What follows belongs to an exercise in optimizing a design on an open flow for small area, a short achievable clock period and few clock cycles per item; a production flow would make more cautious choices. The RTL was checked by simulation tests, not by an equivalence proof against the original design.

--- design/flow/run.sh ---
#!/bin/bash
# synth_recipe.tcl (not shown) runs the flow's synth.tcl, then flattens the netlist and writes it again
# the make line also repeats each setting of config.mk as NAME=value (left out here)
make -C /OpenROAD-flow-scripts/flow DESIGN_CONFIG=/design/flow/config.mk WORK_HOME=/design/flow/orfs CLKGATE_MAP_FILE= SYNTH_SCRIPT=/design/flow/synth_recipe.tcl finish
--- design/flow/config.mk ---
export PLATFORM = sky130hd
export DESIGN_NAME = Exponential
export DESIGN_NICKNAME = Exponential
export VERILOG_FILES = /design/flow/design.v
export SDC_FILE = /design/flow/constraint.sdc
export NUM_CORES = 4
export LEC_CHECK = 0
export CAP_MARGIN = 20
export CORE_MARGIN = 2
export CORE_UTILIZATION = 40
export SLEW_MARGIN = 20
--- design/flow/constraint.sdc ---
create_clock -name core_clock -period 9.0 [get_ports {clk}]
set_input_delay 1.8000 -clock core_clock [delete_from_list [all_inputs] [get_ports {clk}]]
set_output_delay 1.8000 -clock core_clock [all_outputs]
set_load 0.01 [all_outputs]
--- design/flow/design.v ---
module mul16x16(input [15:0] a, input [15:0] b, input [0:0] c,
  output [31:0] s0, output [31:0] s1);
  wire w1;
  wire w2;
  wire w3;
  wire w4;
  wire w5;
  wire w6;
  wire w7;
  wire w8;
  wire w9;
  wire w10;
  wire w11;
  wire w12;
  wire w13;
  wire w14;
  wire w15;
  wire w16;
  wire w17;
  wire w18;
  wire w19;
  wire w20;
  wire w21;
  wire w22;
  wire w23;
  wire w24;
  wire w25;
  wire w26;
  wire w27;
  wire w28;
  wire w29;
  wire w30;
  wire w31;
  wire w32;
  wire w33;
  wire w34;
  wire w35;
  wire w36;
  wire w37;
  wire w38;
  wire w39;
  wire w40;
  wire w41;
  wire w42;
  wire w43;
  wire w44;
  wire w45;
  wire w46;
  wire w47;
  wire w48;
  wire w49;
  wire w50;
  wire w51;
  wire w52;
  wire w53;
  wire w54;
  wire w55;
  wire w56;
  wire w57;
  wire w58;
  wire w59;
  wire w60;
  wire w61;
  wire w62;
  wire w63;
  wire w64;
  wire w65;
  wire w66;
  wire w67;
  wire w68;
  wire w69;
  wire w70;
  wire w71;
  wire w72;
  wire w73;
  wire w74;
  wire w75;
  wire w76;
  wire w77;
  wire w78;
  wire w79;
  wire w80;
  wire w81;
  wire w82;
  wire w83;
  wire w84;
  wire w85;
  wire w86;
  wire w87;
  wire w88;
  wire w89;
  wire w90;
  wire w91;
  wire w92;
  wire w93;
  wire w94;
  wire w95;
  wire w96;
  wire w97;
  wire w98;
  wire w99;
  wire w100;
  wire w101;
  wire w102;
  wire w103;
  wire w104;
  wire w105;
  wire w106;
  wire w107;
  wire w108;
  wire w109;
  wire w110;
  wire w111;
  wire w112;
  wire w113;
  wire w114;
  wire w115;
  wire w116;
  wire w117;
  wire w118;
  wire w119;
  wire w120;
  wire w121;
  wire w122;
  wire w123;
  wire w124;
  wire w125;
  wire w126;
  wire w127;
  wire w128;
  wire w129;
  wire w130;
  wire w131;
  wire w132;
  wire w133;
  wire w134;
  wire w135;
  wire w136;
  wire w137;
  wire w138;
  wire w139;
  wire w140;
  wire w141;
  wire w142;
  wire w143;
  wire w144;
  wire w145;
  wire w146;
  wire w147;
  wire w148;
  wire w149;
  wire w150;
  wire w151;
  wire w152;
  wire w153;
  wire w154;
  wire w155;
  wire w156;
  wire w157;
  wire w158;
  wire w159;
  wire w160;
  wire w161;
  wire w162;
  wire w163;
  wire w164;
  wire w165;
  wire w166;
  wire w167;
  wire w168;
  wire w169;
  wire w170;
  wire w171;
  wire w172;
  wire w173;
  wire w174;
  wire w175;
  wire w176;
  wire w177;
  wire w178;
  wire w179;
  wire w180;
  wire w181;
  wire w182;
  wire w183;
  wire w184;
  wire w185;
  wire w186;
  wire w187;
  wire w188;
  wire w189;
  wire w190;
  wire w191;
  wire w192;
  wire w193;
  wire w194;
  wire w195;
  wire w196;
  wire w197;
  wire w198;
  wire w199;
  wire w200;
  wire w201;
  wire w202;
  wire w203;
  wire w204;
  wire w205;
  wire w206;
  wire w207;
  wire w208;
  wire w209;
  wire w210;
  wire w211;
  wire w212;
  wire w213;
  wire w214;
  wire w215;
  wire w216;
  wire w217;
  wire w218;
  wire w219;
  wire w220;
  wire w221;
  wire w222;
  wire w223;
  wire w224;
  wire w225;
  wire w226;
  wire w227;
  wire w228;
  wire w229;
  wire w230;
  wire w231;
  wire w232;
  wire w233;
  wire w234;
  wire w235;
  wire w236;
  wire w237;
  wire w238;
  wire w239;
  wire w240;
  wire w241;
  wire w242;
  wire w243;
  wire w244;
  wire w245;
  wire w246;
  wire w247;
  wire w248;
  wire w249;
  wire w250;
  wire w251;
  wire w252;
  wire w253;
  wire w254;
  wire w255;
  wire w256;
  wire w257;
  wire w258;
  wire w259;
  wire w260;
  wire w261;
  wire w262;
  wire w263;
  wire w264;
  wire w265;
  wire w266;
  wire w267;
  wire w268;
  wire w269;
  wire w270;
  wire w271;
  wire w272;
  wire w273;
  wire w274;
  wire w275;
  wire w276;
  wire w277;
  wire w278;
  wire w279;
  wire w280;
  wire w281;
  wire w282;
  wire w283;
  wire w284;
  wire w285;
  wire w286;
  wire w287;
  wire w288;
  wire w289;
  wire w290;
  wire w291;
  wire w292;
  wire w293;
  wire w294;
  wire w295;
  wire w296;
  wire w297;
  wire w298;
  wire w299;
  wire w300;
  wire w301;
  wire w302;
  wire w303;
  wire w304;
  wire w305;
  wire w306;
  wire w307;
  wire w308;
  wire w309;
  wire w310;
  wire w311;
  wire w312;
  wire w313;
  wire w314;
  wire w315;
  wire w316;
  wire w317;
  wire w318;
  wire w319;
  wire w320;
  wire w321;
  wire w322;
  wire w323;
  wire w324;
  wire w325;
  wire w326;
  wire w327;
  wire w328;
  wire w329;
  wire w330;
  wire w331;
  wire w332;
  wire w333;
  wire w334;
  wire w335;
  wire w336;
  wire w337;
  wire w338;
  wire w339;
  wire w340;
  wire w341;
  wire w342;
  wire w343;
  wire w344;
  wire w345;
  wire w346;
  wire w347;
  wire w348;
  wire w349;
  wire w350;
  wire w351;
  wire w352;
  wire w353;
  wire w354;
  wire w355;
  wire w356;
  wire w357;
  wire w358;
  wire w359;
  wire w360;
  wire w361;
  wire w362;
  wire w363;
  wire w364;
  wire w365;
  wire w366;
  wire w367;
  wire w368;
  wire w369;
  wire w370;
  wire w371;
  wire w372;
  wire w373;
  wire w374;
  wire w375;
  wire w376;
  wire w377;
  wire w378;
  wire w379;
  wire w380;
  wire w381;
  wire w382;
  wire w383;
  wire w384;
  wire w385;
  wire w386;
  wire w387;
  wire w388;
  wire w389;
  wire w390;
  wire w391;
  wire w392;
  wire w393;
  wire w394;
  wire w395;
  wire w396;
  wire w397;
  wire w398;
  wire w399;
  wire w400;
  wire w401;
  wire w402;
  wire w403;
  wire w404;
  wire w405;
  wire w406;
  wire w407;
  wire w408;
  wire w409;
  wire w410;
  wire w411;
  wire w412;
  wire w413;
  wire w414;
  wire w415;
  wire w416;
  wire w417;
  wire w418;
  wire w419;
  wire w420;
  assign w1 = (a[0] & b[13]) ^ (a[1] & b[12]);
  assign w2 = (a[0] & b[13]) & (a[1] & b[12]);
  assign w3 = (a[0] & b[14]) ^ (a[1] & b[13]) ^ (a[2] & b[12]);
  assign w4 = ((a[0] & b[14]) & (a[1] & b[13])) | ((a[0] & b[14]) & (a[2] & b[12])) | ((a[1] & b[13]) & (a[2] & b[12]));
  assign w5 = (a[3] & b[11]) ^ (a[4] & b[10]);
  assign w6 = (a[3] & b[11]) & (a[4] & b[10]);
  assign w7 = (a[0] & b[15]) ^ (a[1] & b[14]) ^ (a[2] & b[13]);
  assign w8 = ((a[0] & b[15]) & (a[1] & b[14])) | ((a[0] & b[15]) & (a[2] & b[13])) | ((a[1] & b[14]) & (a[2] & b[13]));
  assign w9 = (a[3] & b[12]) ^ (a[4] & b[11]) ^ (a[5] & b[10]);
  assign w10 = ((a[3] & b[12]) & (a[4] & b[11])) | ((a[3] & b[12]) & (a[5] & b[10])) | ((a[4] & b[11]) & (a[5] & b[10]));
  assign w11 = (a[6] & b[9]) ^ (a[7] & b[8]);
  assign w12 = (a[6] & b[9]) & (a[7] & b[8]);
  assign w13 = (a[1] & b[15]) ^ (a[2] & b[14]) ^ (a[3] & b[13]);
  assign w14 = ((a[1] & b[15]) & (a[2] & b[14])) | ((a[1] & b[15]) & (a[3] & b[13])) | ((a[2] & b[14]) & (a[3] & b[13]));
  assign w15 = (a[4] & b[12]) ^ (a[5] & b[11]) ^ (a[6] & b[10]);
  assign w16 = ((a[4] & b[12]) & (a[5] & b[11])) | ((a[4] & b[12]) & (a[6] & b[10])) | ((a[5] & b[11]) & (a[6] & b[10]));
  assign w17 = (a[7] & b[9]) ^ (a[8] & b[8]);
  assign w18 = (a[7] & b[9]) & (a[8] & b[8]);
  assign w19 = (a[2] & b[15]) ^ (a[3] & b[14]) ^ (a[4] & b[13]);
  assign w20 = ((a[2] & b[15]) & (a[3] & b[14])) | ((a[2] & b[15]) & (a[4] & b[13])) | ((a[3] & b[14]) & (a[4] & b[13]));
  assign w21 = (a[5] & b[12]) ^ (a[6] & b[11]) ^ (a[7] & b[10]);
  assign w22 = ((a[5] & b[12]) & (a[6] & b[11])) | ((a[5] & b[12]) & (a[7] & b[10])) | ((a[6] & b[11]) & (a[7] & b[10]));
  assign w23 = (a[3] & b[15]) ^ (a[4] & b[14]) ^ (a[5] & b[13]);
  assign w24 = ((a[3] & b[15]) & (a[4] & b[14])) | ((a[3] & b[15]) & (a[5] & b[13])) | ((a[4] & b[14]) & (a[5] & b[13]));
  assign w25 = (a[0] & b[9]) ^ (a[1] & b[8]);
  assign w26 = (a[0] & b[9]) & (a[1] & b[8]);
  assign w27 = (a[0] & b[10]) ^ (a[1] & b[9]) ^ (a[2] & b[8]);
  assign w28 = ((a[0] & b[10]) & (a[1] & b[9])) | ((a[0] & b[10]) & (a[2] & b[8])) | ((a[1] & b[9]) & (a[2] & b[8]));
  assign w29 = (a[3] & b[7]) ^ (a[4] & b[6]);
  assign w30 = (a[3] & b[7]) & (a[4] & b[6]);
  assign w31 = (a[0] & b[11]) ^ (a[1] & b[10]) ^ (a[2] & b[9]);
  assign w32 = ((a[0] & b[11]) & (a[1] & b[10])) | ((a[0] & b[11]) & (a[2] & b[9])) | ((a[1] & b[10]) & (a[2] & b[9]));
  assign w33 = (a[3] & b[8]) ^ (a[4] & b[7]) ^ (a[5] & b[6]);
  assign w34 = ((a[3] & b[8]) & (a[4] & b[7])) | ((a[3] & b[8]) & (a[5] & b[6])) | ((a[4] & b[7]) & (a[5] & b[6]));
  assign w35 = (a[6] & b[5]) ^ (a[7] & b[4]);
  assign w36 = (a[6] & b[5]) & (a[7] & b[4]);
  assign w37 = (a[0] & b[12]) ^ (a[1] & b[11]) ^ (a[2] & b[10]);
  assign w38 = ((a[0] & b[12]) & (a[1] & b[11])) | ((a[0] & b[12]) & (a[2] & b[10])) | ((a[1] & b[11]) & (a[2] & b[10]));
  assign w39 = (a[3] & b[9]) ^ (a[4] & b[8]) ^ (a[5] & b[7]);
  assign w40 = ((a[3] & b[9]) & (a[4] & b[8])) | ((a[3] & b[9]) & (a[5] & b[7])) | ((a[4] & b[8]) & (a[5] & b[7]));
  assign w41 = (a[6] & b[6]) ^ (a[7] & b[5]) ^ (a[8] & b[4]);
  assign w42 = ((a[6] & b[6]) & (a[7] & b[5])) | ((a[6] & b[6]) & (a[8] & b[4])) | ((a[7] & b[5]) & (a[8] & b[4]));
  assign w43 = (a[9] & b[3]) ^ (a[10] & b[2]);
  assign w44 = (a[9] & b[3]) & (a[10] & b[2]);
  assign w45 = w1 ^ (a[2] & b[11]) ^ (a[3] & b[10]);
  assign w46 = (w1 & (a[2] & b[11])) | (w1 & (a[3] & b[10])) | ((a[2] & b[11]) & (a[3] & b[10]));
  assign w47 = (a[4] & b[9]) ^ (a[5] & b[8]) ^ (a[6] & b[7]);
  assign w48 = ((a[4] & b[9]) & (a[5] & b[8])) | ((a[4] & b[9]) & (a[6] & b[7])) | ((a[5] & b[8]) & (a[6] & b[7]));
  assign w49 = (a[7] & b[6]) ^ (a[8] & b[5]) ^ (a[9] & b[4]);
  assign w50 = ((a[7] & b[6]) & (a[8] & b[5])) | ((a[7] & b[6]) & (a[9] & b[4])) | ((a[8] & b[5]) & (a[9] & b[4]));
  assign w51 = (a[10] & b[3]) ^ (a[11] & b[2]) ^ (a[12] & b[1]);
  assign w52 = ((a[10] & b[3]) & (a[11] & b[2])) | ((a[10] & b[3]) & (a[12] & b[1])) | ((a[11] & b[2]) & (a[12] & b[1]));
  assign w53 = w2 ^ w3 ^ w5;
  assign w54 = (w2 & w3) | (w2 & w5) | (w3 & w5);
  assign w55 = (a[5] & b[9]) ^ (a[6] & b[8]) ^ (a[7] & b[7]);
  assign w56 = ((a[5] & b[9]) & (a[6] & b[8])) | ((a[5] & b[9]) & (a[7] & b[7])) | ((a[6] & b[8]) & (a[7] & b[7]));
  assign w57 = (a[8] & b[6]) ^ (a[9] & b[5]) ^ (a[10] & b[4]);
  assign w58 = ((a[8] & b[6]) & (a[9] & b[5])) | ((a[8] & b[6]) & (a[10] & b[4])) | ((a[9] & b[5]) & (a[10] & b[4]));
  assign w59 = (a[11] & b[3]) ^ (a[12] & b[2]) ^ (a[13] & b[1]);
  assign w60 = ((a[11] & b[3]) & (a[12] & b[2])) | ((a[11] & b[3]) & (a[13] & b[1])) | ((a[12] & b[2]) & (a[13] & b[1]));
  assign w61 = w4 ^ w6 ^ w7;
  assign w62 = (w4 & w6) | (w4 & w7) | (w6 & w7);
  assign w63 = w9 ^ w11 ^ (a[8] & b[7]);
  assign w64 = (w9 & w11) | (w9 & (a[8] & b[7])) | (w11 & (a[8] & b[7]));
  assign w65 = (a[9] & b[6]) ^ (a[10] & b[5]) ^ (a[11] & b[4]);
  assign w66 = ((a[9] & b[6]) & (a[10] & b[5])) | ((a[9] & b[6]) & (a[11] & b[4])) | ((a[10] & b[5]) & (a[11] & b[4]));
  assign w67 = (a[12] & b[3]) ^ (a[13] & b[2]) ^ (a[14] & b[1]);
  assign w68 = ((a[12] & b[3]) & (a[13] & b[2])) | ((a[12] & b[3]) & (a[14] & b[1])) | ((a[13] & b[2]) & (a[14] & b[1]));
  assign w69 = w8 ^ w10 ^ w12;
  assign w70 = (w8 & w10) | (w8 & w12) | (w10 & w12);
  assign w71 = w13 ^ w15 ^ w17;
  assign w72 = (w13 & w15) | (w13 & w17) | (w15 & w17);
  assign w73 = (a[9] & b[7]) ^ (a[10] & b[6]) ^ (a[11] & b[5]);
  assign w74 = ((a[9] & b[7]) & (a[10] & b[6])) | ((a[9] & b[7]) & (a[11] & b[5])) | ((a[10] & b[6]) & (a[11] & b[5]));
  assign w75 = (a[12] & b[4]) ^ (a[13] & b[3]) ^ (a[14] & b[2]);
  assign w76 = ((a[12] & b[4]) & (a[13] & b[3])) | ((a[12] & b[4]) & (a[14] & b[2])) | ((a[13] & b[3]) & (a[14] & b[2]));
  assign w77 = w14 ^ w16 ^ w18;
  assign w78 = (w14 & w16) | (w14 & w18) | (w16 & w18);
  assign w79 = w19 ^ w21 ^ (a[8] & b[9]);
  assign w80 = (w19 & w21) | (w19 & (a[8] & b[9])) | (w21 & (a[8] & b[9]));
  assign w81 = (a[9] & b[8]) ^ (a[10] & b[7]) ^ (a[11] & b[6]);
  assign w82 = ((a[9] & b[8]) & (a[10] & b[7])) | ((a[9] & b[8]) & (a[11] & b[6])) | ((a[10] & b[7]) & (a[11] & b[6]));
  assign w83 = (a[12] & b[5]) ^ (a[13] & b[4]) ^ (a[14] & b[3]);
  assign w84 = ((a[12] & b[5]) & (a[13] & b[4])) | ((a[12] & b[5]) & (a[14] & b[3])) | ((a[13] & b[4]) & (a[14] & b[3]));
  assign w85 = w20 ^ w22 ^ w23;
  assign w86 = (w20 & w22) | (w20 & w23) | (w22 & w23);
  assign w87 = (a[6] & b[12]) ^ (a[7] & b[11]) ^ (a[8] & b[10]);
  assign w88 = ((a[6] & b[12]) & (a[7] & b[11])) | ((a[6] & b[12]) & (a[8] & b[10])) | ((a[7] & b[11]) & (a[8] & b[10]));
  assign w89 = (a[9] & b[9]) ^ (a[10] & b[8]) ^ (a[11] & b[7]);
  assign w90 = ((a[9] & b[9]) & (a[10] & b[8])) | ((a[9] & b[9]) & (a[11] & b[7])) | ((a[10] & b[8]) & (a[11] & b[7]));
  assign w91 = (a[12] & b[6]) ^ (a[13] & b[5]) ^ (a[14] & b[4]);
  assign w92 = ((a[12] & b[6]) & (a[13] & b[5])) | ((a[12] & b[6]) & (a[14] & b[4])) | ((a[13] & b[5]) & (a[14] & b[4]));
  assign w93 = w24 ^ (a[4] & b[15]) ^ (a[5] & b[14]);
  assign w94 = (w24 & (a[4] & b[15])) | (w24 & (a[5] & b[14])) | ((a[4] & b[15]) & (a[5] & b[14]));
  assign w95 = (a[6] & b[13]) ^ (a[7] & b[12]) ^ (a[8] & b[11]);
  assign w96 = ((a[6] & b[13]) & (a[7] & b[12])) | ((a[6] & b[13]) & (a[8] & b[11])) | ((a[7] & b[12]) & (a[8] & b[11]));
  assign w97 = (a[9] & b[10]) ^ (a[10] & b[9]) ^ (a[11] & b[8]);
  assign w98 = ((a[9] & b[10]) & (a[10] & b[9])) | ((a[9] & b[10]) & (a[11] & b[8])) | ((a[10] & b[9]) & (a[11] & b[8]));
  assign w99 = (a[12] & b[7]) ^ (a[13] & b[6]) ^ (a[14] & b[5]);
  assign w100 = ((a[12] & b[7]) & (a[13] & b[6])) | ((a[12] & b[7]) & (a[14] & b[5])) | ((a[13] & b[6]) & (a[14] & b[5]));
  assign w101 = (a[5] & b[15]) ^ (a[6] & b[14]) ^ (a[7] & b[13]);
  assign w102 = ((a[5] & b[15]) & (a[6] & b[14])) | ((a[5] & b[15]) & (a[7] & b[13])) | ((a[6] & b[14]) & (a[7] & b[13]));
  assign w103 = (a[8] & b[12]) ^ (a[9] & b[11]) ^ (a[10] & b[10]);
  assign w104 = ((a[8] & b[12]) & (a[9] & b[11])) | ((a[8] & b[12]) & (a[10] & b[10])) | ((a[9] & b[11]) & (a[10] & b[10]));
  assign w105 = (a[11] & b[9]) ^ (a[12] & b[8]) ^ (a[13] & b[7]);
  assign w106 = ((a[11] & b[9]) & (a[12] & b[8])) | ((a[11] & b[9]) & (a[13] & b[7])) | ((a[12] & b[8]) & (a[13] & b[7]));
  assign w107 = (a[6] & b[15]) ^ (a[7] & b[14]) ^ (a[8] & b[13]);
  assign w108 = ((a[6] & b[15]) & (a[7] & b[14])) | ((a[6] & b[15]) & (a[8] & b[13])) | ((a[7] & b[14]) & (a[8] & b[13]));
  assign w109 = (a[9] & b[12]) ^ (a[10] & b[11]) ^ (a[11] & b[10]);
  assign w110 = ((a[9] & b[12]) & (a[10] & b[11])) | ((a[9] & b[12]) & (a[11] & b[10])) | ((a[10] & b[11]) & (a[11] & b[10]));
  assign w111 = (a[7] & b[15]) ^ (a[8] & b[14]) ^ (a[9] & b[13]);
  assign w112 = ((a[7] & b[15]) & (a[8] & b[14])) | ((a[7] & b[15]) & (a[9] & b[13])) | ((a[8] & b[14]) & (a[9] & b[13]));
  assign w113 = (a[0] & b[6]) ^ (a[1] & b[5]);
  assign w114 = (a[0] & b[6]) & (a[1] & b[5]);
  assign w115 = (a[0] & b[7]) ^ (a[1] & b[6]) ^ (a[2] & b[5]);
  assign w116 = ((a[0] & b[7]) & (a[1] & b[6])) | ((a[0] & b[7]) & (a[2] & b[5])) | ((a[1] & b[6]) & (a[2] & b[5]));
  assign w117 = (a[3] & b[4]) ^ (a[4] & b[3]);
  assign w118 = (a[3] & b[4]) & (a[4] & b[3]);
  assign w119 = (a[0] & b[8]) ^ (a[1] & b[7]) ^ (a[2] & b[6]);
  assign w120 = ((a[0] & b[8]) & (a[1] & b[7])) | ((a[0] & b[8]) & (a[2] & b[6])) | ((a[1] & b[7]) & (a[2] & b[6]));
  assign w121 = (a[3] & b[5]) ^ (a[4] & b[4]) ^ (a[5] & b[3]);
  assign w122 = ((a[3] & b[5]) & (a[4] & b[4])) | ((a[3] & b[5]) & (a[5] & b[3])) | ((a[4] & b[4]) & (a[5] & b[3]));
  assign w123 = (a[6] & b[2]) ^ (a[7] & b[1]);
  assign w124 = (a[6] & b[2]) & (a[7] & b[1]);
  assign w125 = w25 ^ (a[2] & b[7]) ^ (a[3] & b[6]);
  assign w126 = (w25 & (a[2] & b[7])) | (w25 & (a[3] & b[6])) | ((a[2] & b[7]) & (a[3] & b[6]));
  assign w127 = (a[4] & b[5]) ^ (a[5] & b[4]) ^ (a[6] & b[3]);
  assign w128 = ((a[4] & b[5]) & (a[5] & b[4])) | ((a[4] & b[5]) & (a[6] & b[3])) | ((a[5] & b[4]) & (a[6] & b[3]));
  assign w129 = (a[7] & b[2]) ^ (a[8] & b[1]) ^ (a[9] & b[0]);
  assign w130 = ((a[7] & b[2]) & (a[8] & b[1])) | ((a[7] & b[2]) & (a[9] & b[0])) | ((a[8] & b[1]) & (a[9] & b[0]));
  assign w131 = w26 ^ w27 ^ w29;
  assign w132 = (w26 & w27) | (w26 & w29) | (w27 & w29);
  assign w133 = (a[5] & b[5]) ^ (a[6] & b[4]) ^ (a[7] & b[3]);
  assign w134 = ((a[5] & b[5]) & (a[6] & b[4])) | ((a[5] & b[5]) & (a[7] & b[3])) | ((a[6] & b[4]) & (a[7] & b[3]));
  assign w135 = (a[8] & b[2]) ^ (a[9] & b[1]) ^ (a[10] & b[0]);
  assign w136 = ((a[8] & b[2]) & (a[9] & b[1])) | ((a[8] & b[2]) & (a[10] & b[0])) | ((a[9] & b[1]) & (a[10] & b[0]));
  assign w137 = w28 ^ w30 ^ w31;
  assign w138 = (w28 & w30) | (w28 & w31) | (w30 & w31);
  assign w139 = w33 ^ w35 ^ (a[8] & b[3]);
  assign w140 = (w33 & w35) | (w33 & (a[8] & b[3])) | (w35 & (a[8] & b[3]));
  assign w141 = (a[9] & b[2]) ^ (a[10] & b[1]) ^ (a[11] & b[0]);
  assign w142 = ((a[9] & b[2]) & (a[10] & b[1])) | ((a[9] & b[2]) & (a[11] & b[0])) | ((a[10] & b[1]) & (a[11] & b[0]));
  assign w143 = w32 ^ w34 ^ w36;
  assign w144 = (w32 & w34) | (w32 & w36) | (w34 & w36);
  assign w145 = w37 ^ w39 ^ w41;
  assign w146 = (w37 & w39) | (w37 & w41) | (w39 & w41);
  assign w147 = w43 ^ (a[11] & b[1]) ^ (a[12] & b[0]);
  assign w148 = (w43 & (a[11] & b[1])) | (w43 & (a[12] & b[0])) | ((a[11] & b[1]) & (a[12] & b[0]));
  assign w149 = w38 ^ w40 ^ w42;
  assign w150 = (w38 & w40) | (w38 & w42) | (w40 & w42);
  assign w151 = w44 ^ w45 ^ w47;
  assign w152 = (w44 & w45) | (w44 & w47) | (w45 & w47);
  assign w153 = w49 ^ w51 ^ (a[13] & b[0]);
  assign w154 = (w49 & w51) | (w49 & (a[13] & b[0])) | (w51 & (a[13] & b[0]));
  assign w155 = w46 ^ w48 ^ w50;
  assign w156 = (w46 & w48) | (w46 & w50) | (w48 & w50);
  assign w157 = w52 ^ w53 ^ w55;
  assign w158 = (w52 & w53) | (w52 & w55) | (w53 & w55);
  assign w159 = w57 ^ w59 ^ (a[14] & b[0]);
  assign w160 = (w57 & w59) | (w57 & (a[14] & b[0])) | (w59 & (a[14] & b[0]));
  assign w161 = w54 ^ w56 ^ w58;
  assign w162 = (w54 & w56) | (w54 & w58) | (w56 & w58);
  assign w163 = w60 ^ w61 ^ w63;
  assign w164 = (w60 & w61) | (w60 & w63) | (w61 & w63);
  assign w165 = w65 ^ w67 ^ (a[15] & b[0]);
  assign w166 = (w65 & w67) | (w65 & (a[15] & b[0])) | (w67 & (a[15] & b[0]));
  assign w167 = w62 ^ w64 ^ w66;
  assign w168 = (w62 & w64) | (w62 & w66) | (w64 & w66);
  assign w169 = w68 ^ w69 ^ w71;
  assign w170 = (w68 & w69) | (w68 & w71) | (w69 & w71);
  assign w171 = w73 ^ w75 ^ (a[15] & b[1]);
  assign w172 = (w73 & w75) | (w73 & (a[15] & b[1])) | (w75 & (a[15] & b[1]));
  assign w173 = w70 ^ w72 ^ w74;
  assign w174 = (w70 & w72) | (w70 & w74) | (w72 & w74);
  assign w175 = w76 ^ w77 ^ w79;
  assign w176 = (w76 & w77) | (w76 & w79) | (w77 & w79);
  assign w177 = w81 ^ w83 ^ (a[15] & b[2]);
  assign w178 = (w81 & w83) | (w81 & (a[15] & b[2])) | (w83 & (a[15] & b[2]));
  assign w179 = w78 ^ w80 ^ w82;
  assign w180 = (w78 & w80) | (w78 & w82) | (w80 & w82);
  assign w181 = w84 ^ w85 ^ w87;
  assign w182 = (w84 & w85) | (w84 & w87) | (w85 & w87);
  assign w183 = w89 ^ w91 ^ (a[15] & b[3]);
  assign w184 = (w89 & w91) | (w89 & (a[15] & b[3])) | (w91 & (a[15] & b[3]));
  assign w185 = w86 ^ w88 ^ w90;
  assign w186 = (w86 & w88) | (w86 & w90) | (w88 & w90);
  assign w187 = w92 ^ w93 ^ w95;
  assign w188 = (w92 & w93) | (w92 & w95) | (w93 & w95);
  assign w189 = w97 ^ w99 ^ (a[15] & b[4]);
  assign w190 = (w97 & w99) | (w97 & (a[15] & b[4])) | (w99 & (a[15] & b[4]));
  assign w191 = w94 ^ w96 ^ w98;
  assign w192 = (w94 & w96) | (w94 & w98) | (w96 & w98);
  assign w193 = w100 ^ w101 ^ w103;
  assign w194 = (w100 & w101) | (w100 & w103) | (w101 & w103);
  assign w195 = w105 ^ (a[14] & b[6]) ^ (a[15] & b[5]);
  assign w196 = (w105 & (a[14] & b[6])) | (w105 & (a[15] & b[5])) | ((a[14] & b[6]) & (a[15] & b[5]));
  assign w197 = w102 ^ w104 ^ w106;
  assign w198 = (w102 & w104) | (w102 & w106) | (w104 & w106);
  assign w199 = w107 ^ w109 ^ (a[12] & b[9]);
  assign w200 = (w107 & w109) | (w107 & (a[12] & b[9])) | (w109 & (a[12] & b[9]));
  assign w201 = (a[13] & b[8]) ^ (a[14] & b[7]) ^ (a[15] & b[6]);
  assign w202 = ((a[13] & b[8]) & (a[14] & b[7])) | ((a[13] & b[8]) & (a[15] & b[6])) | ((a[14] & b[7]) & (a[15] & b[6]));
  assign w203 = w108 ^ w110 ^ w111;
  assign w204 = (w108 & w110) | (w108 & w111) | (w110 & w111);
  assign w205 = (a[10] & b[12]) ^ (a[11] & b[11]) ^ (a[12] & b[10]);
  assign w206 = ((a[10] & b[12]) & (a[11] & b[11])) | ((a[10] & b[12]) & (a[12] & b[10])) | ((a[11] & b[11]) & (a[12] & b[10]));
  assign w207 = (a[13] & b[9]) ^ (a[14] & b[8]) ^ (a[15] & b[7]);
  assign w208 = ((a[13] & b[9]) & (a[14] & b[8])) | ((a[13] & b[9]) & (a[15] & b[7])) | ((a[14] & b[8]) & (a[15] & b[7]));
  assign w209 = w112 ^ (a[8] & b[15]) ^ (a[9] & b[14]);
  assign w210 = (w112 & (a[8] & b[15])) | (w112 & (a[9] & b[14])) | ((a[8] & b[15]) & (a[9] & b[14]));
  assign w211 = (a[10] & b[13]) ^ (a[11] & b[12]) ^ (a[12] & b[11]);
  assign w212 = ((a[10] & b[13]) & (a[11] & b[12])) | ((a[10] & b[13]) & (a[12] & b[11])) | ((a[11] & b[12]) & (a[12] & b[11]));
  assign w213 = (a[13] & b[10]) ^ (a[14] & b[9]) ^ (a[15] & b[8]);
  assign w214 = ((a[13] & b[10]) & (a[14] & b[9])) | ((a[13] & b[10]) & (a[15] & b[8])) | ((a[14] & b[9]) & (a[15] & b[8]));
  assign w215 = (a[9] & b[15]) ^ (a[10] & b[14]) ^ (a[11] & b[13]);
  assign w216 = ((a[9] & b[15]) & (a[10] & b[14])) | ((a[9] & b[15]) & (a[11] & b[13])) | ((a[10] & b[14]) & (a[11] & b[13]));
  assign w217 = (a[12] & b[12]) ^ (a[13] & b[11]) ^ (a[14] & b[10]);
  assign w218 = ((a[12] & b[12]) & (a[13] & b[11])) | ((a[12] & b[12]) & (a[14] & b[10])) | ((a[13] & b[11]) & (a[14] & b[10]));
  assign w219 = (a[10] & b[15]) ^ (a[11] & b[14]) ^ (a[12] & b[13]);
  assign w220 = ((a[10] & b[15]) & (a[11] & b[14])) | ((a[10] & b[15]) & (a[12] & b[13])) | ((a[11] & b[14]) & (a[12] & b[13]));
  assign w221 = (a[0] & b[4]) ^ (a[1] & b[3]);
  assign w222 = (a[0] & b[4]) & (a[1] & b[3]);
  assign w223 = (a[0] & b[5]) ^ (a[1] & b[4]) ^ (a[2] & b[3]);
  assign w224 = ((a[0] & b[5]) & (a[1] & b[4])) | ((a[0] & b[5]) & (a[2] & b[3])) | ((a[1] & b[4]) & (a[2] & b[3]));
  assign w225 = (a[3] & b[2]) ^ (a[4] & b[1]);
  assign w226 = (a[3] & b[2]) & (a[4] & b[1]);
  assign w227 = w113 ^ (a[2] & b[4]) ^ (a[3] & b[3]);
  assign w228 = (w113 & (a[2] & b[4])) | (w113 & (a[3] & b[3])) | ((a[2] & b[4]) & (a[3] & b[3]));
  assign w229 = (a[4] & b[2]) ^ (a[5] & b[1]) ^ (a[6] & b[0]);
  assign w230 = ((a[4] & b[2]) & (a[5] & b[1])) | ((a[4] & b[2]) & (a[6] & b[0])) | ((a[5] & b[1]) & (a[6] & b[0]));
  assign w231 = w114 ^ w115 ^ w117;
  assign w232 = (w114 & w115) | (w114 & w117) | (w115 & w117);
  assign w233 = (a[5] & b[2]) ^ (a[6] & b[1]) ^ (a[7] & b[0]);
  assign w234 = ((a[5] & b[2]) & (a[6] & b[1])) | ((a[5] & b[2]) & (a[7] & b[0])) | ((a[6] & b[1]) & (a[7] & b[0]));
  assign w235 = w116 ^ w118 ^ w119;
  assign w236 = (w116 & w118) | (w116 & w119) | (w118 & w119);
  assign w237 = w121 ^ w123 ^ (a[8] & b[0]);
  assign w238 = (w121 & w123) | (w121 & (a[8] & b[0])) | (w123 & (a[8] & b[0]));
  assign w239 = w120 ^ w122 ^ w124;
  assign w240 = (w120 & w122) | (w120 & w124) | (w122 & w124);
  assign w241 = w125 ^ w127 ^ w129;
  assign w242 = (w125 & w127) | (w125 & w129) | (w127 & w129);
  assign w243 = w126 ^ w128 ^ w130;
  assign w244 = (w126 & w128) | (w126 & w130) | (w128 & w130);
  assign w245 = w131 ^ w133 ^ w135;
  assign w246 = (w131 & w133) | (w131 & w135) | (w133 & w135);
  assign w247 = w132 ^ w134 ^ w136;
  assign w248 = (w132 & w134) | (w132 & w136) | (w134 & w136);
  assign w249 = w137 ^ w139 ^ w141;
  assign w250 = (w137 & w139) | (w137 & w141) | (w139 & w141);
  assign w251 = w138 ^ w140 ^ w142;
  assign w252 = (w138 & w140) | (w138 & w142) | (w140 & w142);
  assign w253 = w143 ^ w145 ^ w147;
  assign w254 = (w143 & w145) | (w143 & w147) | (w145 & w147);
  assign w255 = w144 ^ w146 ^ w148;
  assign w256 = (w144 & w146) | (w144 & w148) | (w146 & w148);
  assign w257 = w149 ^ w151 ^ w153;
  assign w258 = (w149 & w151) | (w149 & w153) | (w151 & w153);
  assign w259 = w150 ^ w152 ^ w154;
  assign w260 = (w150 & w152) | (w150 & w154) | (w152 & w154);
  assign w261 = w155 ^ w157 ^ w159;
  assign w262 = (w155 & w157) | (w155 & w159) | (w157 & w159);
  assign w263 = w156 ^ w158 ^ w160;
  assign w264 = (w156 & w158) | (w156 & w160) | (w158 & w160);
  assign w265 = w161 ^ w163 ^ w165;
  assign w266 = (w161 & w163) | (w161 & w165) | (w163 & w165);
  assign w267 = w162 ^ w164 ^ w166;
  assign w268 = (w162 & w164) | (w162 & w166) | (w164 & w166);
  assign w269 = w167 ^ w169 ^ w171;
  assign w270 = (w167 & w169) | (w167 & w171) | (w169 & w171);
  assign w271 = w168 ^ w170 ^ w172;
  assign w272 = (w168 & w170) | (w168 & w172) | (w170 & w172);
  assign w273 = w173 ^ w175 ^ w177;
  assign w274 = (w173 & w175) | (w173 & w177) | (w175 & w177);
  assign w275 = w174 ^ w176 ^ w178;
  assign w276 = (w174 & w176) | (w174 & w178) | (w176 & w178);
  assign w277 = w179 ^ w181 ^ w183;
  assign w278 = (w179 & w181) | (w179 & w183) | (w181 & w183);
  assign w279 = w180 ^ w182 ^ w184;
  assign w280 = (w180 & w182) | (w180 & w184) | (w182 & w184);
  assign w281 = w185 ^ w187 ^ w189;
  assign w282 = (w185 & w187) | (w185 & w189) | (w187 & w189);
  assign w283 = w186 ^ w188 ^ w190;
  assign w284 = (w186 & w188) | (w186 & w190) | (w188 & w190);
  assign w285 = w191 ^ w193 ^ w195;
  assign w286 = (w191 & w193) | (w191 & w195) | (w193 & w195);
  assign w287 = w192 ^ w194 ^ w196;
  assign w288 = (w192 & w194) | (w192 & w196) | (w194 & w196);
  assign w289 = w197 ^ w199 ^ w201;
  assign w290 = (w197 & w199) | (w197 & w201) | (w199 & w201);
  assign w291 = w198 ^ w200 ^ w202;
  assign w292 = (w198 & w200) | (w198 & w202) | (w200 & w202);
  assign w293 = w203 ^ w205 ^ w207;
  assign w294 = (w203 & w205) | (w203 & w207) | (w205 & w207);
  assign w295 = w204 ^ w206 ^ w208;
  assign w296 = (w204 & w206) | (w204 & w208) | (w206 & w208);
  assign w297 = w209 ^ w211 ^ w213;
  assign w298 = (w209 & w211) | (w209 & w213) | (w211 & w213);
  assign w299 = w210 ^ w212 ^ w214;
  assign w300 = (w210 & w212) | (w210 & w214) | (w212 & w214);
  assign w301 = w215 ^ w217 ^ (a[15] & b[9]);
  assign w302 = (w215 & w217) | (w215 & (a[15] & b[9])) | (w217 & (a[15] & b[9]));
  assign w303 = w216 ^ w218 ^ w219;
  assign w304 = (w216 & w218) | (w216 & w219) | (w218 & w219);
  assign w305 = (a[13] & b[12]) ^ (a[14] & b[11]) ^ (a[15] & b[10]);
  assign w306 = ((a[13] & b[12]) & (a[14] & b[11])) | ((a[13] & b[12]) & (a[15] & b[10])) | ((a[14] & b[11]) & (a[15] & b[10]));
  assign w307 = w220 ^ (a[11] & b[15]) ^ (a[12] & b[14]);
  assign w308 = (w220 & (a[11] & b[15])) | (w220 & (a[12] & b[14])) | ((a[11] & b[15]) & (a[12] & b[14]));
  assign w309 = (a[13] & b[13]) ^ (a[14] & b[12]) ^ (a[15] & b[11]);
  assign w310 = ((a[13] & b[13]) & (a[14] & b[12])) | ((a[13] & b[13]) & (a[15] & b[11])) | ((a[14] & b[12]) & (a[15] & b[11]));
  assign w311 = (a[12] & b[15]) ^ (a[13] & b[14]) ^ (a[14] & b[13]);
  assign w312 = ((a[12] & b[15]) & (a[13] & b[14])) | ((a[12] & b[15]) & (a[14] & b[13])) | ((a[13] & b[14]) & (a[14] & b[13]));
  assign w313 = (a[0] & b[3]) ^ (a[1] & b[2]);
  assign w314 = (a[0] & b[3]) & (a[1] & b[2]);
  assign w315 = w221 ^ (a[2] & b[2]) ^ (a[3] & b[1]);
  assign w316 = (w221 & (a[2] & b[2])) | (w221 & (a[3] & b[1])) | ((a[2] & b[2]) & (a[3] & b[1]));
  assign w317 = w222 ^ w223 ^ w225;
  assign w318 = (w222 & w223) | (w222 & w225) | (w223 & w225);
  assign w319 = w224 ^ w226 ^ w227;
  assign w320 = (w224 & w226) | (w224 & w227) | (w226 & w227);
  assign w321 = w228 ^ w230 ^ w231;
  assign w322 = (w228 & w230) | (w228 & w231) | (w230 & w231);
  assign w323 = w232 ^ w234 ^ w235;
  assign w324 = (w232 & w234) | (w232 & w235) | (w234 & w235);
  assign w325 = w236 ^ w238 ^ w239;
  assign w326 = (w236 & w238) | (w236 & w239) | (w238 & w239);
  assign w327 = w240 ^ w242 ^ w243;
  assign w328 = (w240 & w242) | (w240 & w243) | (w242 & w243);
  assign w329 = w244 ^ w246 ^ w247;
  assign w330 = (w244 & w246) | (w244 & w247) | (w246 & w247);
  assign w331 = w248 ^ w250 ^ w251;
  assign w332 = (w248 & w250) | (w248 & w251) | (w250 & w251);
  assign w333 = w252 ^ w254 ^ w255;
  assign w334 = (w252 & w254) | (w252 & w255) | (w254 & w255);
  assign w335 = w256 ^ w258 ^ w259;
  assign w336 = (w256 & w258) | (w256 & w259) | (w258 & w259);
  assign w337 = w260 ^ w262 ^ w263;
  assign w338 = (w260 & w262) | (w260 & w263) | (w262 & w263);
  assign w339 = w264 ^ w266 ^ w267;
  assign w340 = (w264 & w266) | (w264 & w267) | (w266 & w267);
  assign w341 = w268 ^ w270 ^ w271;
  assign w342 = (w268 & w270) | (w268 & w271) | (w270 & w271);
  assign w343 = w272 ^ w274 ^ w275;
  assign w344 = (w272 & w274) | (w272 & w275) | (w274 & w275);
  assign w345 = w276 ^ w278 ^ w279;
  assign w346 = (w276 & w278) | (w276 & w279) | (w278 & w279);
  assign w347 = w280 ^ w282 ^ w283;
  assign w348 = (w280 & w282) | (w280 & w283) | (w282 & w283);
  assign w349 = w284 ^ w286 ^ w287;
  assign w350 = (w284 & w286) | (w284 & w287) | (w286 & w287);
  assign w351 = w288 ^ w290 ^ w291;
  assign w352 = (w288 & w290) | (w288 & w291) | (w290 & w291);
  assign w353 = w292 ^ w294 ^ w295;
  assign w354 = (w292 & w294) | (w292 & w295) | (w294 & w295);
  assign w355 = w296 ^ w298 ^ w299;
  assign w356 = (w296 & w298) | (w296 & w299) | (w298 & w299);
  assign w357 = w300 ^ w302 ^ w303;
  assign w358 = (w300 & w302) | (w300 & w303) | (w302 & w303);
  assign w359 = w304 ^ w306 ^ w307;
  assign w360 = (w304 & w306) | (w304 & w307) | (w306 & w307);
  assign w361 = w308 ^ w310 ^ w311;
  assign w362 = (w308 & w310) | (w308 & w311) | (w310 & w311);
  assign w363 = w312 ^ (a[13] & b[15]) ^ (a[14] & b[14]);
  assign w364 = (w312 & (a[13] & b[15])) | (w312 & (a[14] & b[14])) | ((a[13] & b[15]) & (a[14] & b[14]));
  assign w365 = (a[0] & b[2]) ^ (a[1] & b[1]);
  assign w366 = (a[0] & b[2]) & (a[1] & b[1]);
  assign w367 = w313 ^ (a[2] & b[1]) ^ (a[3] & b[0]);
  assign w368 = (w313 & (a[2] & b[1])) | (w313 & (a[3] & b[0])) | ((a[2] & b[1]) & (a[3] & b[0]));
  assign w369 = w314 ^ w315 ^ (a[4] & b[0]);
  assign w370 = (w314 & w315) | (w314 & (a[4] & b[0])) | (w315 & (a[4] & b[0]));
  assign w371 = w316 ^ w317 ^ (a[5] & b[0]);
  assign w372 = (w316 & w317) | (w316 & (a[5] & b[0])) | (w317 & (a[5] & b[0]));
  assign w373 = w318 ^ w319 ^ w229;
  assign w374 = (w318 & w319) | (w318 & w229) | (w319 & w229);
  assign w375 = w320 ^ w321 ^ w233;
  assign w376 = (w320 & w321) | (w320 & w233) | (w321 & w233);
  assign w377 = w322 ^ w323 ^ w237;
  assign w378 = (w322 & w323) | (w322 & w237) | (w323 & w237);
  assign w379 = w324 ^ w325 ^ w241;
  assign w380 = (w324 & w325) | (w324 & w241) | (w325 & w241);
  assign w381 = w326 ^ w327 ^ w245;
  assign w382 = (w326 & w327) | (w326 & w245) | (w327 & w245);
  assign w383 = w328 ^ w329 ^ w249;
  assign w384 = (w328 & w329) | (w328 & w249) | (w329 & w249);
  assign w385 = w330 ^ w331 ^ w253;
  assign w386 = (w330 & w331) | (w330 & w253) | (w331 & w253);
  assign w387 = w332 ^ w333 ^ w257;
  assign w388 = (w332 & w333) | (w332 & w257) | (w333 & w257);
  assign w389 = w334 ^ w335 ^ w261;
  assign w390 = (w334 & w335) | (w334 & w261) | (w335 & w261);
  assign w391 = w336 ^ w337 ^ w265;
  assign w392 = (w336 & w337) | (w336 & w265) | (w337 & w265);
  assign w393 = w338 ^ w339 ^ w269;
  assign w394 = (w338 & w339) | (w338 & w269) | (w339 & w269);
  assign w395 = w340 ^ w341 ^ w273;
  assign w396 = (w340 & w341) | (w340 & w273) | (w341 & w273);
  assign w397 = w342 ^ w343 ^ w277;
  assign w398 = (w342 & w343) | (w342 & w277) | (w343 & w277);
  assign w399 = w344 ^ w345 ^ w281;
  assign w400 = (w344 & w345) | (w344 & w281) | (w345 & w281);
  assign w401 = w346 ^ w347 ^ w285;
  assign w402 = (w346 & w347) | (w346 & w285) | (w347 & w285);
  assign w403 = w348 ^ w349 ^ w289;
  assign w404 = (w348 & w349) | (w348 & w289) | (w349 & w289);
  assign w405 = w350 ^ w351 ^ w293;
  assign w406 = (w350 & w351) | (w350 & w293) | (w351 & w293);
  assign w407 = w352 ^ w353 ^ w297;
  assign w408 = (w352 & w353) | (w352 & w297) | (w353 & w297);
  assign w409 = w354 ^ w355 ^ w301;
  assign w410 = (w354 & w355) | (w354 & w301) | (w355 & w301);
  assign w411 = w356 ^ w357 ^ w305;
  assign w412 = (w356 & w357) | (w356 & w305) | (w357 & w305);
  assign w413 = w358 ^ w359 ^ w309;
  assign w414 = (w358 & w359) | (w358 & w309) | (w359 & w309);
  assign w415 = w360 ^ w361 ^ (a[15] & b[12]);
  assign w416 = (w360 & w361) | (w360 & (a[15] & b[12])) | (w361 & (a[15] & b[12]));
  assign w417 = w362 ^ w363 ^ (a[15] & b[13]);
  assign w418 = (w362 & w363) | (w362 & (a[15] & b[13])) | (w363 & (a[15] & b[13]));
  assign w419 = w364 ^ (a[14] & b[15]) ^ (a[15] & b[14]);
  assign w420 = (w364 & (a[14] & b[15])) | (w364 & (a[15] & b[14])) | ((a[14] & b[15]) & (a[15] & b[14]));
  assign s0[0] = (a[0] & b[0]);
  assign s1[0] = c[0];
  assign s0[1] = (a[0] & b[1]);
  assign s1[1] = (a[1] & b[0]);
  assign s0[2] = w365;
  assign s1[2] = (a[2] & b[0]);
  assign s0[3] = w366;
  assign s1[3] = w367;
  assign s0[4] = w368;
  assign s1[4] = w369;
  assign s0[5] = w370;
  assign s1[5] = w371;
  assign s0[6] = w372;
  assign s1[6] = w373;
  assign s0[7] = w374;
  assign s1[7] = w375;
  assign s0[8] = w376;
  assign s1[8] = w377;
  assign s0[9] = w378;
  assign s1[9] = w379;
  assign s0[10] = w380;
  assign s1[10] = w381;
  assign s0[11] = w382;
  assign s1[11] = w383;
  assign s0[12] = w384;
  assign s1[12] = w385;
  assign s0[13] = w386;
  assign s1[13] = w387;
  assign s0[14] = w388;
  assign s1[14] = w389;
  assign s0[15] = w390;
  assign s1[15] = w391;
  assign s0[16] = w392;
  assign s1[16] = w393;
  assign s0[17] = w394;
  assign s1[17] = w395;
  assign s0[18] = w396;
  assign s1[18] = w397;
  assign s0[19] = w398;
  assign s1[19] = w399;
  assign s0[20] = w400;
  assign s1[20] = w401;
  assign s0[21] = w402;
  assign s1[21] = w403;
  assign s0[22] = w404;
  assign s1[22] = w405;
  assign s0[23] = w406;
  assign s1[23] = w407;
  assign s0[24] = w408;
  assign s1[24] = w409;
  assign s0[25] = w410;
  assign s1[25] = w411;
  assign s0[26] = w412;
  assign s1[26] = w413;
  assign s0[27] = w414;
  assign s1[27] = w415;
  assign s0[28] = w416;
  assign s1[28] = w417;
  assign s0[29] = w418;
  assign s1[29] = w419;
  assign s0[30] = w420;
  assign s1[30] = (a[15] & b[15]);
  assign s0[31] = 1'b0;
  assign s1[31] = 1'b0;
endmodule
module Exponential(input clk, rst, start, input [15:0] x,
                   output done, output [1:0] intpart, output [15:0] fracpart);
  reg        busy;
  reg [3:0]  step;
  reg [15:0] a;       
  reg [15:0] t;       
  reg [17:0] r;       
  reg        acc;     
  wire [31:0] p0, p1;
  mul16x16 mul(.a(a), .b(t), .c(1'b0), .s0(p0), .s1(p1));
  wire [31:0] p = p0 + p1;
  wire [16:0] c16 = {1'b0, p0[15:0]} + {1'b0, p1[15:0]};
  wire [17:0] c17 = {1'b0, p0[16:0]} + {1'b0, p1[16:0]};
  wire [18:0] c18 = {1'b0, p0[17:0]} + {1'b0, p1[17:0]};
  wire [19:0] c19 = {1'b0, p0[18:0]} + {1'b0, p1[18:0]};
  reg zero;
  always @(*) begin
    case (step)
      4'd0:    zero = ~(|p0[31:17]) & ~(|p1[31:17]) & ~c17[17];
      4'd3:    zero = ~(|p0[31:18]) & ~(|p1[31:18]) & ~c18[18];
      4'd10:   zero = ~(|p0[31:19]) & ~(|p1[31:19]) & ~c19[19];
      default: zero = ~(|p0[31:16]) & ~(|p1[31:16]) & ~c16[16];
    endcase
  end
  reg [15:0] q;
  always @(*) begin
    case (step)
      4'd0:    q = p[31:17];
      4'd3:    q = p[31:18];
      4'd10:   q = p[31:19];
      default: q = p[31:16];
    endcase
  end
  wire q_term = (step == 4'd0) | (step == 4'd2) | (step == 4'd3) | (step == 4'd5) |
                (step == 4'd7) | (step == 4'd9) | (step == 4'd10);
  wire last   = (step == 4'd11) | zero;
  reg [15:0] a_next;
  always @(*) begin
    case (step)
      4'd1:    a_next = 16'h5555;
      4'd4:    a_next = 16'h3333;
      4'd6:    a_next = 16'h2AAA;
      4'd8:    a_next = 16'h2492;
      default: a_next = x;
    endcase
  end
  assign {intpart, fracpart} = r;
  assign done = ~busy;
  wire        go = start & ~busy;
  wire [15:0] t0 = (x > 16'd2) ? x - 16'd2 : 16'd0;
  always @(posedge clk or posedge rst) begin
    if (rst)
      busy <= 1'b0;
    else if (go)
      busy <= 1'b1;
    else if (last)
      busy <= 1'b0;
  end
  always @(posedge clk) begin
    step <= go ? 4'd0 : step + 4'd1;
    a    <= go ? x : a_next;
    t    <= go ? t0 : q;
    acc  <= go | q_term;
    if (go)
      r <= 18'h0FFFF;
    else if (busy)
      r <= r + (acc ? {2'b00, t} : 18'd0);
  end
endmodule
==> results by group, run 1 <==
Status
  • Result of the run: finished clean

Min path
  • Min-delay worst type: flip-flop to flip-flop

Placement
  • Port Buffer Count: 37
  • Final weighted congestion in routability-driven placement: 0.873
  • Cell total after placement: 1617
  • HPWL reported at the end of detailed placement: 23.3 mm

Floorplanning
  • Initial Utilization: 40.6%
  • Top Ports: 38
  • CORE AREA: 0.0268 mm²
  • Die footprint: 0.0285 mm²
  • Die boundary height: 169 µm
  • Cell row count: 60
  • Die width: 169 µm

Layout
  • Relative area change from synthesis to final layout: 7.60%
  • Commonest non-fill, non-tap cell in the layout: inv_1
  • Fraction of layout cells with a size suffix above 1: 2.49%
  • Final design utilization: 43.7%
  • Number of standard cells in the layout, taps in and fillers out: 1626
  • NumNets Final: 1563
  • Top library cells by usage in the layout, fill and taps aside: inv_1, fa_1, and2_1, nand2_1, ha_1

CTS
  • Longest Clk Path Bufs: 2
  • Clock slew seen by the registers of the worst setup and hold paths: 0.08 ns
  • TritonCTS clock tree: yes
  • Root buffer cell: clkbuf_16
  • Number of CTS-inserted buffers: 5
  • Worst-skew pair later-pin latency: 0.30 ns
  • Total number of clock tree sinks: 56
  • Setup repair bufs after CTS: 0
  • H-tree level count: 2
  • Post-cts sizing count: 0
  • Cts hold-fix bufs: 0

Detailed routing
  • Remaining DRCs: 0
  • Count of vias placed by the detailed router: 8584
  • Final routed wire length divided by cell count: 18.3 µm
  • Vias per Instance: 5.28
  • Sum of routed wire length over all layers: 29.7 mm
  • Iter 0 DRT Violations: 560
  • Detailed-routing iteration count for the pre-antenna-repair pass: 5
  • Detail Route Antenna Nets: 0

Synthesis
  • Number of enable-type register cells in the synthesized netlist: 0
  • Netlist area before placement: 0.0109 mm²
  • Mean cell area of the mapped netlist: 8.50 µm²
  • Post-synthesis cell count: 1280
  • Share of flip-flops with an asynchronous set or reset: 1.79%
  • Synth Register Bits: 56
  • Sequential-to-total area share from yosys stat: 10.4%
  • Count of warnings emitted by yosys: 1
  • Net count after synthesis: 1560
  • Number of unique standard cell types used by synthesis: 64
  • Leading register cell type out of synthesis: dfxtp_1

Flow run
  • Maximum capacitance violations: 0

Global routing
  • Global-route wire length before repair: 48.9 mm
  • Vias in the first global route: 8877
  • Largest net degree at the start of global routing: 37
  • Antenna violations before repair: 0
  • GRT overflow: 0
  • GRT Overall Usage: 21.8%

Setup path
  • Data required time of the critical path: 9.17 ns
  • Critical-path maximum fanout: 17
  • Sort of element at the start of the critical path: flip-flop
  • Sort of element at the end of the critical path: flip-flop
  • Category of the critical setup timing path: flip-flop to flip-flop
  • Crit path arrival time: 6.76 ns

STA
  • Clk_skew: 0.0104 ns
  • Count of endpoints failing setup in the final report: 0
  • Final critical-path share of the clock period: 73.3%
  • Final-report hold violation count: 0
  • Max Clock Freq: 152 MHz
  • Fin Setup TNS: 0 ns
  • Max-slew violations: 0
  • Post-route minimum period: 6.60 ns
  • Unrepaired setup endpoints after global routing: false
  • Tightest Pin Transition: 0.965 ns
  • Rel. slew slack: 35.6%
## sequential cells by signal, indices dropped and copies added, names as in the netlist
| register | count |
|---|---|
| r | 18 |
| a | 16 |
| t | 16 |
| step | 4 |
| acc | 1 |
| busy | 1 |
## cells by family after synthesis
kind of cell,synth area share [%]
and+or+nand+nor,22.3
buffers and inverters,9.16
adders and majority gates,43.5
AOI/OAI and AO/OA,10.9
DFF,10.4
xor gates and xnor gates,3.22
muxes,0.552
## Yosys cell counts (24+ instances only)
cell type  instances  area [µm²]
a21oi_1           47         235
xnor2_1           24         210
nand2_1          159         597
and2_1           171        1070
ha_1              66         826
nor3_1            27         135
dfxtp_1           55        1100
o21ai_0           40         200
nor2_1            50         188
clkbuf_1          46         173
fa_1             195        3900
inv_1            210         788
## final timing paths
check                      slack [ns]  depth (start not counted)  start     to
min in group asynchronous        1.64                          2    rst   busy
setup / recovery                 2.40                         20  t[10]  t[13]
max in group asynchronous        7.26                          2    rst   busy
hold reg to reg                  0.47                          1  r[17]  r[17]
setup reg to reg                 2.40                         20  t[10]  t[13]
hold / removal                   0.47                          1  r[17]  r[17]
## area by class of cell
cell class	instances	area, µm²
antenna	1	2.50
clock buffer	6	129
clock inverter	2	16.3
fill	2649	15100
inverter	212	796
multi-input combinational	960	8750
sequential	56	1130
tap	341	427
timing repair buffer	48	453
## routing by layer
| metal | vias to the layer above | part of all wire (%) | track usage [%] |
|---|---|---|---|
| met5 | - | 0 | 0 |
| met1 | 4324 | 45 | 30.4 |
| li1 | 4039 | - | - |
| met3 | 32 | 3.5 | 1.33 |
| met4 | 0 | 2.6 | 6.03 |
| met2 | 189 | 48 | 37.1 |
## worst max-delay path: stages (launching register included)
cell      delay, ns
dfxtp_1        0.81
nand2_1        0.17
fa_1           0.50
fa_1           0.51
inv_1          0.05
fa_1           0.47
inv_1          0.05
fa_1           0.41
fa_1           0.50
fa_1           0.54
inv_1          0.05
ha_1           0.36
a21oi_1        0.15
nand2_1        0.09
a221oi_2       0.43
o22ai_2        0.18
o21a_1         0.23
or3_1          0.36
xor2_1         0.18
a222oi_1       0.23
o221ai_1       0.16
## stage by stage
| stage | setup slack [ns] | hold slack [ns] | instance area [µm²] |
|---|---|---|---|
| 3_3_place_gp | 2.57 | 0.447 | 11600 |
| 2_1_floorplan | 3.03 | 0.445 | 10900 |
| 6_report | 2.40 | 0.467 | 11700 |
| 5_1_grt | 1.95 | 0.516 | 11700 |
| 3_5_place_dp | 2.39 | 0.468 | 11600 |
| 4_1_cts | 2.37 | 0.479 | 11700 |
Testbench counts, summed over its fixed seeds: cycles 3,484, items 384.
==> run 2, diff against run 1 <==
--- a/design/flow/config.mk
+++ b/design/flow/config.mk
@@ -7,5 +7,6 @@
 export LEC_CHECK = 0
 export CAP_MARGIN = 20
 export CORE_MARGIN = 2
-export CORE_UTILIZATION = 40
+export CORE_UTILIZATION = 60
+export SETUP_SLACK_MARGIN = 3
 export SLEW_MARGIN = 20
==> results by group, run 2 <==
Status
  • Result of the run: finished clean

Global routing
  • Antenna violations before repair: 1 (+1)
  • Global route hottest layer: met2
  • Global-route wire length before repair: 49.5 mm (+1.3%)
  • Met1 Track Usage GR: 45.1% (+15 points)
  • Vias in the first global route: 9331 (+5.1%)
  • Largest net degree at the start of global routing: 37 (unchanged)
  • GRT overflow: 0 (unchanged)
  • GRT Overall Usage: 32.3% (+11 points)
  • Global routing met2 resource utilization: 54.9% (+18 points)
  • Met3 usage: 3.52% (+2.2 points)

Synthesis
  • Net count after synthesis: 1560 (unchanged)
  • Post-synth top cells: inv_1, fa_1, and2_1
  • Area share of the leading cell type in the synthesized netlist: 35.9% (unchanged)
  • Most frequently used cell type in the post-synthesis netlist: inv_1
  • Synth top area cells: fa_1, dfxtp_1, and2_1
  • Leading register cell type out of synthesis: dfxtp_1
  • Mean cell area of the mapped netlist: 8.50 µm² (unchanged)
  • Number of unique standard cell types used by synthesis: 64 (unchanged)
  • Post-synthesis cell count: 1280 (unchanged)
  • Number of enable-type register cells in the synthesized netlist: 0 (unchanged)
  • Share of flip-flops with an asynchronous set or reset: 1.79% (unchanged)
  • Synth Register Bits: 56 (unchanged)
  • Sequential-to-total area share from yosys stat: 10.4% (unchanged)
  • Count of warnings emitted by yosys: 1 (unchanged)
  • Netlist area before placement: 0.0109 mm² (unchanged)
  • Cell accounting for the most synthesized area: fa_1

CTS
  • Cts hold-fix bufs: 0 (unchanged)
  • Number of CTS-inserted buffers: 5 (unchanged)
  • TritonCTS clock tree: yes
  • Longest Clk Path Bufs: 2 (unchanged)
  • Clock slew seen by the registers of the worst setup and hold paths: 0.08 ns (about the same)
  • H-tree level count: 2 (unchanged)
  • Total number of clock tree sinks: 56 (unchanged)
  • Worst-skew pair later-pin latency: 0.31 ns (about the same)
  • Root buffer cell: clkbuf_16

Placement
  • Pre-CTS setup slack: 2.40 ns (+0.00738 ns)
  • Port Buffer Count: 37 (unchanged)
  • Final weighted congestion in routability-driven placement: 0.923 (+5.8%)
  • HPWL reported at the end of detailed placement: 22.1 mm (-5.1%)

Layout
  • Commonest non-fill, non-tap cell in the layout: inv_1
  • Number of antenna cells inserted: 0 (-1)
  • NumNets Final: 1590 (+1.7%)
  • Largest register FFs: 18 (unchanged)
  • Fraction of layout cells with a size suffix above 1: 8.70% (+6.2 points)
  • Top library cells by usage in the layout, fill and taps aside: inv_1, fa_1, and2_1, nand2_1, ha_1
  • Largest register by flop count: r
  • Relative area change from synthesis to final layout: 10.7%
  • Top Registers: r (18), a (16), t (16)

Setup path
  • Worst-path cell with the longest stage delay: fa_1
  • Category of the critical setup timing path: flip-flop to flip-flop
  • Sort of element at the start of the critical path: flip-flop
  • Critical path, cell by cell: and2_1 -> fa_1 -> inv_1 -> fa_1 -> fa_2 -> fa_2 -> fa_2 -> inv_1 -> fa_1 -> ha_4 -> nand4_1 -> inv_2 -> a221oi_4 -> o22ai_4 -> o21a_1 -> or3_4 -> xor2_4 -> a222oi_1 -> o221ai_1
  • Reg-to-Reg End: t[13]
  • Critical-path maximum fanout: 5 (-12)
  • Depth of the most critical reg-to-reg path: 19 (-5.0%)
  • Sort of element at the end of the critical path: flip-flop
  • Startpoint of the most critical register-to-register path: a[0]
  • Worst R2R Setup Slack: 3.13 ns (+0.73 ns)
  • Launch point of the worst path: a[0]
  • Slowest stage delay, CP: 0.56 ns (-0.25 ns)
  • Crit path arrival time: 6.04 ns (-0.72 ns)
  • Data required time of the critical path: 9.17 ns (about the same)
  • Worst setup endpoint: t[13]

STA
  • Final-report hold violation count: 0 (unchanged)
  • Final critical-path share of the clock period: 65.2% (-8.1 points)
  • Fin Setup TNS: 0 ns (unchanged)
  • Clk_skew: 0.00529 ns (-0.00509 ns)
  • Post-route minimum period: 5.87 ns (-0.728 ns)
  • Unrepaired setup endpoints after global routing: true
  • Max Clock Freq: 170 MHz (+12%)
  • Count of endpoints failing setup in the final report: 0 (unchanged)
  • Max-slew violations: 0 (unchanged)
  • Rel. slew slack: 42.2% (+6.6 points)
  • Tightest Pin Transition: 0.866 ns (-0.0984 ns)
  • Least setup slack across all paths after layout: 3.13 ns (+0.728 ns)

Detailed routing
  • Count of vias placed by the detailed router: 9022 (+5.1%)
  • Final routed wire length divided by cell count: 19.5 µm (+7.1%)
  • Detailed-routing iteration count for the pre-antenna-repair pass: 6 (+1)
  • Iter 0 DRT Violations: 786 (+40%)
  • Sum of routed wire length over all layers: 30.1 mm (+1.4%)
  • Detail Route Antenna Nets: 0 (unchanged)
  • Remaining DRCs: 0 (unchanged)
  • Vias per Instance: 5.86 (+11%)

Floorplanning
  • Die footprint: 0.0192 mm² (-33%)
  • Initial Utilization: 60.7% (+20 points)
  • Die boundary height: 139 µm (-18%)
  • CORE AREA: 0.0179 mm² (-33%)
  • Top Ports: 38 (unchanged)
  • Cell row count: 49 (-18%)
  • Die width: 139 µm (-18%)

Min path
  • Worst hold path cell count: 1 (unchanged)
  • Min-delay worst type: flip-flop to flip-flop

Flow run
  • Maximum capacitance violations: 0 (unchanged)
==> run 2: cell counts after synthesis <==
No cell type changed its count.
==> run 2: cells by family (layout without fill, tap and decap cells) <==
logic type               count (synthesis)  after routing  share of synthesized area [%]
XOR/XNOR                                40             40                           3.22
AND/OR/NAND/NOR                        478            478                           22.3
AO/OA/AOI/OAI                          175            175                           10.9
flip-flops                              56             56                           10.4
adder cells (fa/ha/maj)                261            261                           43.5
multiplexers                             6              6                          0.552
buffers and inverters                  264            295                           9.16
==> run 2: cell type report <==
class / count / area, µm²
Fill cell: 1545 / 5860
Sequential cell: 56 / 1190
Clock buffer: 5 / 125
Inverter: 212 / 796
Timing Repair Buffer: 75 / 656
Clock inverter: 3 / 25.0
Multi-Input combinational cell: 960 / 8960
Tap cell: 229 / 287
==> run 2: worst max-delay path, delay by kind of cell, from the launching register on <==
| kind | cells | cell delay (ns) |
|---|---|---|
| adder cells (fa/ha/maj) | 7 | 3.27 |
| AO/OA/AOI/OAI | 5 | 1.07 |
| AND/OR/NAND/NOR | 3 | 0.69 |
| flip-flops | 1 | 0.37 |
| buffers and inverters | 3 | 0.17 |
| XOR/XNOR | 1 | 0.17 |
==> run 2: how the worst min path moves through the flow <==
| stage | start | to | slack, ns |
|---|---|---|---|
| floorplan | step[0] | step[0] | 0.44 |
| CTS | r[17] | r[17] | 0.48 |
| finish | r[17] | r[17] | 0.47 |
| detailed placement | r[17] | r[17] | 0.46 |
| global placement | r[17] | r[17] | 0.46 |
| global route | r[17] | r[17] | 0.49 |
==> run 2: timing repair <==
action,CTS,global route
gates resized for setup,44,32
endpoints found under the setup margin,17,15
pin swaps,6,29
gates cloned,0,0
setup buffers,19,9
==> run 2: stage by stage <==
stage                     instances  instance area [µm²]  hold slack (ns)  utilization [%]
final                          1540                12000            0.473             67.2
after global routing           1540                12000            0.490             67.2
after CTS                      1531                11900            0.477             66.2
after detailed placement       1504                11400            0.464             63.7
after global placement         1504                11400            0.460             63.7
after floorplan                1280                10900            0.445                -
==> run 2: per-layer routing <==
| layer | wire, µm | part of all wire [%] | up-vias |
|---|---|---|---|
| met5 | 0 | 0 | - |
| met4 | 931 | 3.1 | 0 |
| met3 | 1950 | 6.5 | 64 |
| met2 | 14600 | 48 | 330 |
| met1 | 12700 | 42 | 4527 |
| li1 | - | - | 4101 |

==> separate check: timing with driven ports <==
Ports are ideal in the flow. The routed layouts listed here were re-timed in OpenROAD.
Step 1 assumes that a clkbuf_16 drives the clock port and a buf_2 every other input.
Step 2 times the ports against the registers' clock, not the clock port: input delays grow and output delays shrink by t, the midpoint of the rising clock arrivals with the driver on.
a / b / c = ideal ports / drivers / drivers and shift; a / b = the first two.
| run | t, ns | setup slack, ns | hold slack, ns | slew at the worst register clock pin (ns) | worst slew at a driven data input, ns |
|---|---|---|---|---|---|
| run 1 | 0.338 | 2.401 / 2.401 / 2.401 | 0.467 / 0.467 / 0.467 | 0.08 / 0.08 | 0.04 |
| run 2 | 0.340 | 3.129 / 3.129 / 3.129 | 0.473 / 0.473 / 0.473 | 0.08 / 0.08 | 0.03 |
After both steps setup and hold are still met in every run listed.
